Context: an optimization exercise on an open-source flow, tuned for small area, a short achievable clock period and few clock cycles. The choices shown serve that exercise and are no tape-out recipe. Function was not checked in any run shown here: the RTL went through the layout flow alone. Power is estimated from default activity; no workload was simulated.

## flow/design.v (module list and top-level ports; edited modules follow where they fit)
// module top: 796 lines
// module booth_row: 25 lines
module top (
	input		start,
	input		reset,
	input 	clk,
	input			load,
	input	[5:0]	load_addr,
	input	[7:0]	a_data,
	input	[7:0]	b_data,
	input	[5:0]	c_addr,
	output reg		done,
	output	[18:0]	c_data
	);
  // ...
==> flow/flow/run.sh <==
#!/bin/bash
# The standard layout with two changes to how it is made:
#  - Yosys's synth runs without its early ABC pass (-noabc), which otherwise
#    remaps the compressor tree before extract_fa and leaves inverters between
#    the full-adder cells (the flow's later ABC pass still maps the rest);
#  - the port buffers that placement inserts on every input and output are
#    buf_4 cells instead of the delay cells buffer_ports picks by default.
# Everything else, from floorplan to the final DEF, is the standard flow.
set -euo pipefail
bash standard.sh SYNTH_ARGS=-noabc "BUFFER_PORTS_ARGS=-buffer_cell sky130_fd_sc_hd__buf_4" finish > standard_flow.log 2>&1
==> flow/standard.sh <==
#!/bin/bash
# synth_recipe.tcl (not shown) runs the flow's synth.tcl, then flattens the netlist and writes it again
# the make line also repeats each setting of config.mk as NAME=value (left out here)
make -C /OpenROAD-flow-scripts/flow DESIGN_CONFIG=/design/flow/config.mk WORK_HOME=/design/flow/orfs CLKGATE_MAP_FILE= SYNTH_SCRIPT=/design/flow/synth_recipe.tcl "${@:-finish}"
==> flow/config.mk <==
export PLATFORM = sky130hd
export DESIGN_NAME = top
export DESIGN_NICKNAME = top
export VERILOG_FILES = /design/flow/design.v
export SDC_FILE = /design/flow/constraint.sdc
export NUM_CORES = 4
export LEC_CHECK = 0
export ABC_AREA = 1
export CAP_MARGIN = 20
export CORE_MARGIN = 2
export CORE_UTILIZATION = 40
export CTS_CLUSTER_DIAMETER = 90
export CTS_CLUSTER_SIZE = 28
export SETUP_SLACK_MARGIN = 1.0
export SLEW_MARGIN = 20
==> flow/constraint.sdc <==
create_clock -name core_clock -period 7.0 [get_ports {clk}]
set_input_delay 1.4000 -clock core_clock [delete_from_list [all_inputs] [get_ports {clk}]]
set_output_delay 1.4000 -clock core_clock [all_outputs]
set_load 0.01 [all_outputs]
==> flow_summary.toml, run 1 <==
[layout]
clkbuf_count = 109
nets = 7267
seq_area_mm2 = 0.0627
antenna_cells = 4
multi_input_area_share = 0.228
fin_area_mm2 = 0.0960
utilization = 0.442
n_all_buffers = 318
largest_class = "registers"
final_common_cell = "edfxtp_1"

[place]
dpl-instance-area_mm2 = 0.0933
hpwl_um = 180000

[setup_path]
worstSetupStartpoint = "c_addr[5]"
required_ns = 7.67
critPathCaptureType = "register"
crit_buf_inv = 5

[worst_hold_path]
hold_start = "wb[51][7]"
holdPathStages = 0

[floorplanning]
initial_utilization = 0.402
coreArea_mm2 = 0.217
io_pins = 52

[grt]
grt_pass1_vias = 48800
track_usage = 0.231

[drt]
routed-wl-met2_um = 123000
vias_per_cell = 5.19
highest_layer = "met5"
drt_iter0_drc = 6893

[run]
drv_cap = 0

[clock_network]
clock_latency_ns = 0.78

[synthesis]
syn-num-nets = 7006
ys_seq_elements = 2108
synth_area_leaders = "edfxtp_1 70%, nand2_1 8.6%, fa_1 6.6%"
synthTopCellsByCount = "2048 x edfxtp_1, 2001 x nand2_1, 595 x inv_1, 423 x nor2_1, 309 x nand3_1"
yosys.area_share.simple = 0.142
yosysMostFrequentCell = "edfxtp_1"
seq_area_frac_synth = 0.718

[power]
power_density_mw_per_mm2 = 391
pg_comb_uw = 16500
swShare = 0.368

[run_status]
status = "finished clean"

[sta]
holdWs_ns = 0.397
rsz0062_at_grt = "yes"
==> run 2: changes to the inputs <==
--- a/flow/config.mk
+++ b/flow/config.mk
@@ -10,6 +10,7 @@
 export CORE_MARGIN = 2
-export CORE_UTILIZATION = 40
+export CORE_UTILIZATION = 55
 export CTS_CLUSTER_DIAMETER = 90
 export CTS_CLUSTER_SIZE = 28
-export SETUP_SLACK_MARGIN = 1.0
+export PLACE_DENSITY = 0.68
+export SETUP_SLACK_MARGIN = 1.2
 export SLEW_MARGIN = 20
==> flow_summary.toml, run 2 <==
[run_status]
status = "finished clean"

[setup_path]
crit_family = "adder cells"
critical_path_class = "primary input to register"
r2r_start = "xa[3][5]"
critPathCaptureType = "register"
required_ns = 7.64
regToRegSetupSlack_ns = 2.15
worstSetupStartpoint = "c_addr[0]"
arrival_ns = 6.41
cp-start-kind = "primary input"
crit_buf_inv = 4
ff2ff_path_depth = 15
crit_path_max_fanout = 36
worstReg2RegEnd = "q32"
path_cells = "buf_4 > nor2_1 > nand2_1 > inv_2 > buf_12 > nand2_1 > nand2_1 > nor2_1 > nand3_2 > buf_4 > nand2_1 > nor2_1 > nor2_1 > nand3_1 > nand2_1 > fa_1 > fa_1 > fa_1 > fa_1 > fa_1"
cp_slowest_cell = "fa_1"
slowest_delay_ns = 0.53

[clock_network]
cts_root_buf = "clkbuf_16"
clock_latency_ns = 0.75
path_clk_slew_ns = 0.11
cts_buffers = 89
cts.htree.levels = 3
cts_buffer_depth = 3
cts_sinks = 2108
cts_tree = "yes"

[sta]
rsz0062_at_grt = "yes"
min_period_ns = 5.77
maxSlewViolCount = 0
setup_tns_ns = 0
holdWs_ns = 0.413
finalHoldViolCount = 0
setup_viol = 0
finalClockSkew_ns = 0.0355
clock.fmax_mhz = 173
max_slew.worst_pin.slew_ns = 1.17
relSlewSlack = 0.221
fin_crit_sh = 0.824

[worst_hold_path]
min_to = "xb[19][0]"
hold_start = "wb[19][0]"
holdPathStages = 0
hold_path_class = "register to register"

[drt]
vias = 50800
drt_first_pass_iters = 8
drt_iter0_drc = 6636
post_drt_wl_per_cell_um = 26.9
drc = 0
vias_per_cell = 5.64
drtAntennaViolNets = 0
routed_wirelength_um = 243000

[synthesis]
yosys.area.top_type = "edfxtp_1"
synthTopCellsByCount = "2048 x edfxtp_1, 2001 x nand2_1, 595 x inv_1, 423 x nor2_1, 309 x nand3_1"
seq_area_frac_synth = 0.718
yosysTopAreaCellShare = 0.704
yosysWarnings = 4
synth_area_leaders = "edfxtp_1 70%, nand2_1 8.6%, fa_1 6.6%"
syn-num-nets = 7006
synth_edf_count = 2048
synth_ff_type = "edfxtp_1"
synth.cell_area_mm2 = 0.0873
yosysMostFrequentCell = "edfxtp_1"
syn_inst = 6634
synth.distinct_cells = 53
ys_seq_elements = 2108
syn_area_per_cell_um2 = 13.2
async_reset_ff_frac = 0

[place]
dpl.cell_count = 8865
gp_congestion = 1.01
io_buffers = 51
hpwl_um = 168000
dpl-instance-area_mm2 = 0.0921

[floorplanning]
dieHeight_um = 403
die_w_um = 403
rows = 146
initial_utilization = 0.553
io_pins = 52
coreArea_mm2 = 0.158
die_area_mm2 = 0.162

[layout]
syn_to_final_growth_pct = 8.82
nets = 7271
final_cell_mix = "2048 x edfxtp_1, 1989 x nand2_1, 594 x inv_1"
fin_area_mm2 = 0.0950
final_common_cell = "edfxtp_1"
fin_cells = 9000
layout-drive-gt1-share = 0.0934

[grt]
grt_pass1_wl_um = 342000
grt_max_degree = 182
track_usage = 0.299
antenna_found_initial = 8
grt_overflow = 0
grt_pass1_vias = 48200

[power]
vdd_ir_drop_max_uv = 1540
total_leakage_power_uw = 0.0367
power_density_mw_per_mm2 = 387

[run]
drv_cap = 0
==> run 2: cell count changes in the layout (fill, tap and decap cells not counted), sizes merged <==
cell	delta
diode	-1
clkinvlp	-1
clkinv	+1
clkbuf	-10
buf	+5
inv	-3
==> run 2: cells by family (layout without fill, tap and decap cells) <==
group                    after synthesis  after routing  share of synthesized area
AO/OA/AOI/OAI                        392            392                     0.0246
buffers and inverters                775           1066                     0.0365
XOR/XNOR                              58             58                    0.00582
other                                  0              3                          0
AND/OR/NAND/NOR                     2961           2961                      0.142
flip-flops                          2108           2108                      0.718
adder cells (fa/ha/maj)              340            340                     0.0733
==> run 2: final cells by class <==
cell class / instances / area (um^2)
repair buffers: 322 / 2860
fillers: 12000 / 63000
flip-flops and latches: 2108 / 62700
clock buffers: 100 / 2290
clock inverters: 17 / 258
multi-input cells: 3751 / 22000
well taps: 2072 / 2590
inverters: 627 / 2370
diodes: 3 / 7.51
==> run 2: timing repair <==
item / 4_1_cts / 5_1_grt
buffers inserted: 2 / 12
gates resized for setup: 3 / 65
pin swaps: 1 / 4
gates cloned: 0 / 1
hold buffers: 0 / 0
endpoints found under the hold margin: 0 / 0
setup endpoints to repair: 8 / 42
==> run 2: worst max path at each step <==
stage           to  depth (start not counted)
2_1_floorplan  q21                         21
3_3_place_gp   q21                         21
3_5_place_dp   q21                         21
4_1_cts        q21                         22
5_1_grt        q21                         21
6_report       q51                         20
==> run 2: worst reg2reg max path: stages, from the launching register on <==
cell	delay [ns]
edfxtp_1	0.38
inv_1	0.06
nor2_1	0.04
nor3_1	0.42
nand3_1	0.59
inv_1	0.22
nand2_1	0.07
nand2_1	0.09
inv_1	0.04
nand2_1	0.05
nand2_1	0.12
fa_1	0.71
fa_1	0.49
fa_1	0.51
fa_1	0.52
fa_1	0.42
==> run 2: per-layer routing <==
layer / part of all wire / vias to the layer above / global-route usage
met5: 0 / - / 0
met4: 0.040 / 0 / 0.108
met3: 0.088 / 306 / 0.0371
met2: 0.46 / 2323 / 0.465
met1: 0.41 / 25300 / 0.441
li1: - / 22900 / -
==> run 2: power breakdown <==
part | total [uW] | switching, uW | internal, uW
Combinational | 15900 | 9350 | 6590
Sequential | 14700 | 164 | 14500
Clock | 6180 | 3730 | 2450
==> run 2: metrics by stage <==
step                      setup WS [ns]  utilization  total power [uW]
final                              1.23        0.602             36800
after global routing               1.17        0.601             39200
after CTS                          1.20        0.599             36900
after detailed placement          0.269        0.583             30900
after global placement            0.283        0.583             30300
after floorplan                    1.31            -             24700

## what the ideal ports hide
The results above use ideal ports. As a check the final layouts listed here were re-extracted and re-timed, cells and wires unchanged. Step 1 sets driving cells, clkbuf_16 on the clock port and buf_2 on the other inputs (assumed; they add their load-dependent delay and slew). Step 2 adds t to the input delays and takes it off the output delays; t is the mean of the earliest and latest rising clock arrival at the registers after step 1. Input paths then give back, and output paths get back, about the clock's delay inside the block. Three values: ideal ports, drivers, drivers and shift; two values: the first two.
| run | t, ns | setup slack, ns | worst hold slack (ns) | worst slew at a driven data input, ns |
|---|---|---|---|---|
| run 1 | 0.852 | 1.040 / 1.083 / 0.231 | 0.397 / 0.397 / 0.397 | 0.20 |
| run 2 | 0.825 | 1.233 / 1.282 / 0.457 | 0.413 / 0.413 / 0.413 | 0.08 |
After both steps setup and hold are still met in every run listed. For run 1, which loses most, drivers alone change the setup slack by +0.043 ns; drivers and shift together by -0.809 ns.
